Source: an optimization exercise on an open RTL-to-GDS flow (aim: small area). Production flows keep margins and buffers that such runs may drop.
Function was checked by simulation only, so behaviour that the tests miss may differ from the original.
The flow treats the clock pin as an ideal source, which a real chip does not have.
Power figures rest on the tool's default switching activity, not on a simulated workload.

==> run Y <==
==> flow/design.v <==
module SevenSegments(input [3:0] code,
                     output [6:0] segments);
	localparam [15:0] T4_00AA = 16'h00aa;
	localparam [15:0] T4_0303 = 16'h0303;
	localparam [15:0] T4_0F0F = 16'h0f0f;
	localparam [15:0] T4_1111 = 16'h1111;
	localparam [15:0] T4_115B = 16'h115b;
	localparam [15:0] T4_4E4E = 16'h4e4e;
	localparam [15:0] T4_C000 = 16'hc000;
	assign segments = {T4_00AA[code],
		T4_115B[code],
		T4_4E4E[code],
		T4_0F0F[code],
		T4_1111[code],
		T4_C000[code],
		T4_0303[code]};
endmodule
module SevenSegments3(input [2:0] code,
                      output [6:0] segments);
	localparam [7:0] T3_07 = 8'h07;
	localparam [7:0] T3_0A = 8'h0a;
	localparam [7:0] T3_12 = 8'h12;
	localparam [7:0] T3_33 = 8'h33;
	localparam [7:0] T3_44 = 8'h44;
	localparam [7:0] T3_A0 = 8'ha0;
	assign segments = {T3_0A[code],
		T3_07[code],
		T3_33[code],
		T3_12[code],
		T3_44[code],
		T3_A0[code],
		T3_12[code]};
endmodule
module Counter16Bits(
		input clk,
		input reset,
		input enable,
		output reg [3:0] digit0,
		output reg [3:0] digit1,
		output reg [3:0] digit2,
		output reg [3:0] digit3,
		output reg [2:0] digit4
	);
	localparam [7:0] T3_22 = 8'h22;
	localparam [7:0] T3_80 = 8'h80;
	localparam [7:0] T3_F1 = 8'hf1;
	localparam [7:0] T3_F8 = 8'hf8;
	localparam [15:0] T4_0055 = 16'h0055;
	localparam [15:0] T4_0505 = 16'h0505;
	localparam [15:0] T4_4400 = 16'h4400;
	localparam [15:0] T4_4A4A = 16'h4a4a;
	localparam [15:0] T4_5F0F = 16'h5f0f;
	localparam [15:0] T4_CCCC = 16'hcccc;
	localparam [15:0] T4_FF05 = 16'hff05;
	wire [3:0] next0 = {T4_4A4A[digit0], T4_5F0F[digit0], T4_FF05[digit0], T4_CCCC[digit0]};
	wire [3:0] next1 = {T4_4A4A[digit1], T4_5F0F[digit1], T4_FF05[digit1], T4_CCCC[digit1]};
	wire [3:0] next2 = {T4_4A4A[digit2], T4_5F0F[digit2], T4_FF05[digit2], T4_CCCC[digit2]};
	wire [3:0] next3 = {T4_4A4A[digit3], T4_5F0F[digit3], T4_FF05[digit3], T4_CCCC[digit3]};
	wire [2:0] next4 = {T3_F1[digit4], T3_22[digit4], T3_F8[digit4]};
	wire nine0 = T4_0505[digit0];
	wire nine1 = T4_0505[digit1];
	wire nine2 = T4_0505[digit2];
	wire nine3 = T4_0505[digit3];
	wire top = T3_80[digit4] & T4_4400[digit3] & T4_4400[digit2] &
	           T4_0055[digit1] & T4_4400[digit0];
	wire en1 = enable & nine0;
	wire en2 = en1 & nine1;
	wire en3 = en2 & nine2;
	wire en4 = en3 & nine3;
	wire clr = ~reset | (enable & top);
	always @(posedge clk) begin
		if (clr) begin
			digit0 <= 4'd7;
			digit1 <= 4'd7;
			digit2 <= 4'd7;
			digit3 <= 4'd7;
			digit4 <= 3'd3;
		end else begin
			if (enable) digit0 <= next0;
			if (en1) digit1 <= next1;
			if (en2) digit2 <= next2;
			if (en3) digit3 <= next3;
			if (en4) digit4 <= next4;
		end
	end
endmodule
module FreqDivider(
		input clk,
		input reset,
		input [9:0] factor,
		output tick
);
	localparam [17:0] LO_INV  = 18'h15555;
	localparam [9:0] HI_INV = 10'h3ff;
	reg [17:0] lo_q;
	reg [9:0] hi_q;
	wire [9:0] hi = hi_q ^ HI_INV;
	reg clk_out;
	wire [17:0] lo = lo_q ^ LO_INV;
	wire [10:0] ge;
	assign ge[0] = 1'b1;
	genvar j;
	generate
		for (j = 0; j < 10; j = j + 1) begin : cmp
			assign ge[j+1] = (hi[j] ^ factor[j]) ? hi[j] : ge[j];
		end
	endgenerate
	wire hit = ge[10];
	wire lo_zero = lo[16:0] == 17'd0;
	wire lo_last = lo[17] & lo_zero;
	wire run_hi = reset & ~hit;
	wire [10:0] c;
	assign c[0] = lo_last;
	generate
		for (j = 0; j < 10; j = j + 1) begin : inc
			assign c[j+1] = c[j] & hi[j];
		end
	endgenerate
	wire [17:0] lo_next = {18{run_hi}} & {lo[16:0], lo[17] ^ lo[10] ^ lo_zero};
	always @(posedge clk) begin
		lo_q <= lo_next ^ LO_INV;
		hi_q <= ({10{run_hi}} & (hi ^ c[9:0])) ^ HI_INV;
		clk_out <= reset & (clk_out ^ hit);
	end
	assign tick = reset & hit & ~clk_out;
endmodule
module DCalles_Lab7_7Segments(
		input clk,
		input reset,
		input [9:0] clkFactor,
		output [6:0] segment0,
		output [6:0] segment1,
		output [6:0] segment2,
		output [6:0] segment3,
		output [6:0] segment4
	);
	wire tickSignal;
	wire [3:0] digit0Signal, digit1Signal, digit2Signal, digit3Signal;
	wire [2:0] digit4Signal;
	FreqDivider FreqDivider0(
		.clk(clk), .reset(reset), .factor(clkFactor), .tick(tickSignal));
	Counter16Bits Counter16Bits0(
		.clk(clk), .reset(reset), .enable(tickSignal),
		.digit0(digit0Signal), .digit1(digit1Signal), .digit2(digit2Signal),
		.digit3(digit3Signal), .digit4(digit4Signal));
	SevenSegments SevenSegments0(digit0Signal, segment0);
	SevenSegments SevenSegments1(digit1Signal, segment1);
	SevenSegments SevenSegments2(digit2Signal, segment2);
	SevenSegments SevenSegments3(digit3Signal, segment3);
	SevenSegments3 SevenSegments4(digit4Signal, segment4);
endmodule
==> flow/flow/run.sh <==
#!/bin/bash
# Layout flow: the standard.sh (ORFS) with
# - synthesis through flow/synth.tcl (area-oriented abc script, adder cells
#   turned back into logic before abc);
# - port buffers of the smallest buffer cell, sky130_fd_sc_hd__buf_1;
# - clock tree synthesis with the arguments in flow/cts_args: clkbuf_8
#   buffers and no dummy loads; then flow/resize_clock.tcl makes the
#   buffers that drive few pins clkbuf_4.
# Each tool's full output is in the ORFS logs under orfs/logs; make's
# output is in flow.log.
set -euo pipefail
here=$(pwd)
export FLOW_SYNTH_TCL=$here/synth_recipe.tcl
export FLOW_DIR=$here/flow
export CLOCK_SMALL_FANOUT=13
bash standard.sh SYNTH_SCRIPT=$here/flow/synth.tcl \
  "BUFFER_PORTS_ARGS=-buffer_cell sky130_fd_sc_hd__buf_1" \
  "CTS_ARGS=$(cat $here/flow/cts_args)" POST_CTS_TCL=$here/flow/resize_clock.tcl finish > flow.log 2>&1
==> flow/flow/area.abc <==
strash; dc2; balance; rewrite -z; refactor -z; rewrite -z; dch -f; amap -m -F 4 -A 10; topo; strash; dch -f; amap -m -F 4 -A 10; topo
==> flow/flow/cts_args <==
-sink_clustering_enable -repair_clock_nets -dont_use_dummy_load -sink_clustering_size 50 -sink_clustering_max_diameter 500 -buf_list sky130_fd_sc_hd__clkbuf_8
==> flow/flow/resize_clock.tcl <==
# Runs at the end of ORFS's CTS step (POST_CTS_TCL). Clock buffers that
# drive other clock buffers, or at most CLOCK_SMALL_FANOUT flip-flops, are
# made sky130_fd_sc_hd__clkbuf_4 instead of clkbuf_8. The tree's shape and
# placement stay as CTS made them; the smaller cell fits the same site.
foreach inst [[ord::get_db_block] getInsts] {
  if { [[$inst getMaster] getName] ne "sky130_fd_sc_hd__clkbuf_8" } { continue }
  set onet "NULL"
  foreach it [$inst getITerms] {
    if { [$it isOutputSignal] } { set onet [$it getNet] }
  }
  if { $onet eq "NULL" } { continue }
  set nsinks 0
  set nbufs 0
  foreach it [$onet getITerms] {
    if { [$it isInputSignal] } {
      incr nsinks
      if { [string match "*clkbuf*" [[[$it getInst] getMaster] getName]] } { incr nbufs }
    }
  }
  if { $nbufs > 0 || $nsinks <= $::env(CLOCK_SMALL_FANOUT) } {
    puts "resize_clock: [$inst getName] drives $nsinks pins, made clkbuf_4"
    replace_cell [$inst getName] sky130_fd_sc_hd__clkbuf_4
  } else {
    puts "resize_clock: [$inst getName] drives $nsinks pins, kept clkbuf_8"
  }
}
estimate_parasitics -placement
report_check_types -max_slew -max_capacitance -violators
==> flow/flow/synth.tcl <==
# The standard flow's synthesis (synth_recipe.tcl, which runs ORFS's synth.tcl) with
# one change, at its abc step, which comes after the flip-flops are mapped
# and so changes only the combinational logic:
# - the half and full adder cells that the adder step placed are turned
#   back into plain logic (flow/unmap_adders.v);
# - abc maps with the area script in flow/area.abc, without the clock
#   period, instead of ORFS's speed script.
# Every pass before abc is the standard flow's own, so the registers keep their names.
proc abc {args} {
  yosys techmap -map $::env(FLOW_DIR)/unmap_adders.v t:sky130_fd_sc_hd__ha_1 t:sky130_fd_sc_hd__fa_1
  yosys techmap
  yosys opt -fast
  set i [lsearch $args -script]
  if {$i >= 0} { set args [lreplace $args $i [expr {$i+1}] -script $::env(FLOW_DIR)/area.abc] }
  set i [lsearch $args -D]
  if {$i >= 0} { set args [lreplace $args $i [expr {$i+1}]] }
  yosys abc {*}$args
}
source $::env(FLOW_SYNTH_TCL)
==> flow/flow/unmap_adders.v <==
// The adder cells that synthesis's adder step places, as plain logic, so
// that abc maps them together with the rest of the logic.
module sky130_fd_sc_hd__ha_1(input A, input B, output COUT, output SUM);
  assign COUT = A & B;
  assign SUM = A ^ B;
endmodule

module sky130_fd_sc_hd__fa_1(input A, input B, input CIN, output COUT, output SUM);
  assign COUT = (A & B) | (A & CIN) | (B & CIN);
  assign SUM = A ^ B ^ CIN;
endmodule
==> flow/standard.sh <==
#!/bin/bash
# synth_recipe.tcl (not shown) runs the flow's synth.tcl, then flattens the netlist and writes it again
# the make line also repeats each setting of config.mk as NAME=value (left out here)
make -C /OpenROAD-flow-scripts/flow DESIGN_CONFIG=/design/flow/config.mk WORK_HOME=/design/flow/orfs CLKGATE_MAP_FILE= SYNTH_SCRIPT=/design/flow/synth_recipe.tcl "${@:-finish}"
==> flow/config.mk <==
export PLATFORM = sky130hd
export DESIGN_NAME = DCalles_Lab7_7Segments
export DESIGN_NICKNAME = DCalles_Lab7_7Segments
export VERILOG_FILES = /design/flow/design.v
export SDC_FILE = /design/flow/constraint.sdc
export NUM_CORES = 4
export LEC_CHECK = 0
export CAP_MARGIN = 20
export CORE_MARGIN = 2
export CORE_UTILIZATION = 40
export SLEW_MARGIN = 20
==> flow/constraint.sdc <==
create_clock -name core_clock -period 12.5 [get_ports {clk}]
set_input_delay 2.5000 -clock core_clock [delete_from_list [all_inputs] [get_ports {clk}]]
set_output_delay 2.5000 -clock core_clock [all_outputs]
set_load 0.01 [all_outputs]
==> inputs of run G, as changes to run Y <==
--- a/flow/design.v
+++ b/flow/design.v
@@ -102,7 +102,7 @@
 	genvar j;
 	generate
 		for (j = 0; j < 10; j = j + 1) begin : cmp
-			assign ge[j+1] = (hi[j] ^ factor[j]) ? hi[j] : ge[j];
+			assign ge[j+1] = (hi[j] & ~factor[j]) | ((hi[j] | ~factor[j]) & ge[j]);
 		end
 	endgenerate
 	wire hit = ge[10];
==> inputs of run E, as changes to run Y <==
--- a/flow/design.v
+++ b/flow/design.v
@@ -90,25 +90,27 @@
 		input [9:0] factor,
 		output tick
 );
-	localparam [17:0] LO_INV  = 18'h15555;
-	localparam [9:0] HI_INV = 10'h3ff;
-	reg [17:0] lo_q;
+	localparam [18:0] LO_LAST = 19'h18544;
+	localparam [18:0] LO_MASK = 19'h7dff3;
+	localparam [18:0] LO_INV  = 19'h2aaaa;
+	localparam [9:0] HI_INV = 10'h1fd;
+	reg [18:0] lo_q;
 	reg [9:0] hi_q;
 	wire [9:0] hi = hi_q ^ HI_INV;
 	reg clk_out;
-	wire [17:0] lo = lo_q ^ LO_INV;
+	wire [18:0] lo = lo_q ^ LO_INV;
 	wire [10:0] ge;
 	assign ge[0] = 1'b1;
 	genvar j;
 	generate
 		for (j = 0; j < 10; j = j + 1) begin : cmp
-			assign ge[j+1] = (hi[j] ^ factor[j]) ? hi[j] : ge[j];
+			assign ge[j+1] = (hi[j] & ~factor[j]) | ((hi[j] | ~factor[j]) & ge[j]);
 		end
 	endgenerate
 	wire hit = ge[10];
-	wire lo_zero = lo[16:0] == 17'd0;
-	wire lo_last = lo[17] & lo_zero;
+	wire lo_last = ((lo ^ LO_LAST) & LO_MASK) == 19'd0;
 	wire run_hi = reset & ~hit;
+	wire run_lo = run_hi & ~lo_last;
 	wire [10:0] c;
 	assign c[0] = lo_last;
 	generate
@@ -116,7 +118,7 @@
 			assign c[j+1] = c[j] & hi[j];
 		end
 	endgenerate
-	wire [17:0] lo_next = {18{run_hi}} & {lo[16:0], lo[17] ^ lo[10] ^ lo_zero};
+	wire [18:0] lo_next = {19{run_lo}} & {lo[17:0], ~(lo[18] ^ lo[5])};
 	always @(posedge clk) begin
 		lo_q <= lo_next ^ LO_INV;
 		hi_q <= ({10{run_hi}} & (hi ^ c[9:0])) ^ HI_INV;
==> flow/flow/run.sh (replaced) <==
#!/bin/bash
# Layout flow: the standard.sh (ORFS) with
# - synthesis through flow/synth.tcl (area-oriented abc script, adder cells
#   turned back into logic before abc);
# - port buffers of the smallest buffer cell, sky130_fd_sc_hd__buf_1;
# - clock tree synthesis with the arguments in flow/cts_args: clkbuf_8
#   buffers and no dummy loads.
# Each tool's full output is in the ORFS logs under orfs/logs; make's
# output is in flow.log.
set -euo pipefail
here=$(pwd)
export FLOW_SYNTH_TCL=$here/synth_recipe.tcl
export FLOW_DIR=$here/flow
bash standard.sh SYNTH_SCRIPT=$here/flow/synth.tcl \
  "BUFFER_PORTS_ARGS=-buffer_cell sky130_fd_sc_hd__buf_1" \
  "CTS_ARGS=$(cat $here/flow/cts_args)" finish > flow.log 2>&1
removed: flow/flow/resize_clock.tcl
==> summary of the runs <==
Synthesized area: run Y < run G < run E.
Cell area: run G < run Y < run E.
In non-clock buffer count, run G and run E do not differ.
Of run Y and run E, run E has the higher sequential share of layout area (gap 0.36 points).
The lowest synthesized cell count belongs to run Y, the highest to run G.
The highest worst hold slack belongs to run E, the lowest to run Y.
Run E finished with timing, DRC and antenna clean. Run Y finished with timing, DRC and antenna clean. Run G went through all stages and came out clean.
Via count: run G < run E < run Y.
The lowest power belongs to run G, the highest to run E.
First-iteration DRC count, highest first: run G, run E, run Y.
==> figures <==
Chip Width: run G 72.77 µm; run E 72.84 µm; run Y 72.57 µm
Largest net degree at the start of global routing: run G 20; run E 15; run Y 20
Detailed placer's ending HPWL: run G 3010 µm; run E 2863 µm; run Y 2890 µm
Part of the cycle the worst path needs: run G 52.49%; run E 56.07%; run Y 54.03%
Time the worst path needs with I/O delays and setup: run G 6562 ps; run E 7008 ps; run Y 6753 ps
DIE AREA: run G 5295 µm²; run E 5306 µm²; run Y 5266 µm²
Pin slew with the least headroom to its limit: run G 975.2 ps; run E 735.1 ps; run Y 644.4 ps
Starting utilization of the core area: run G 40.86%; run E 40.67%; run Y 42.31%
Via density per instance: run G 5.058; run E 5.106; run Y 5.272
Proportion of power drawn by the clock network: run G 28.5%; run E 33.4%; run Y 28.7%
Clock net sink count: run G 48; run E 49; run Y 48
Arrival time of data at the critical path endpoint: run G 6800 ps; run E 7200 ps; run Y 6990 ps
DP Worst Slack: run G 5599 ps; run E 5212 ps; run Y 5356 ps
Fraction of standard cell area in multi-input logic: run G 36.70%; run E 35.14%; run Y 36.85%
Buffering stage count on the worst path with inverters included: run G 5; run E 5; run Y 4
Result of the run: run G finished clean; run E finished clean; run Y finished clean
Well tap count: run G 54; run E 54; run Y 52
Reported leakage power: run G 0.0007435 µW; run E 0.0007336 µW; run Y 0.0007682 µW
Min-Delay Endpoint: run G FreqDivider0.lo_q[4]; run E FreqDivider0.lo_q[3]; run Y FreqDivider0.lo_q[2]

-- static timing again, ports no longer ideal --
No port has a modelled driver above. Below, the same layouts with a new extraction and two added sets of constraints. Step 1 (the two cells are an assumption about what drives the block):
set clk [get_ports {clk}]
set_driving_cell -lib_cell sky130_fd_sc_hd__clkbuf_16 $clk
set_driving_cell -lib_cell sky130_fd_sc_hd__buf_2 [delete_from_list [all_inputs] $clk]
Step 2 adds t to the input delays and takes it off the output delays; t is the mean of the earliest and latest rising clock arrival at the registers after step 1. Input paths then give back, and output paths get back, about the clock's delay inside the block. Slacks: no drivers / after step 1 / after step 2; pairs: no drivers / after step 1.
run	t (ns)	slack for setup (ns)	worst setup path at the end	pins driven straight from the clock port
run Y	0.357	5.747 / 5.749 / 5.392	input to register	1
run G	0.349	5.938 / 5.941 / 5.593	input to register	1
run E	0.315	5.492 / 5.494 / 5.179	input to register	1
After both steps setup and hold are still met in every run listed. For run Y, which loses most, drivers alone change the setup slack by +0.002 ns; drivers and shift together by -0.355 ns.
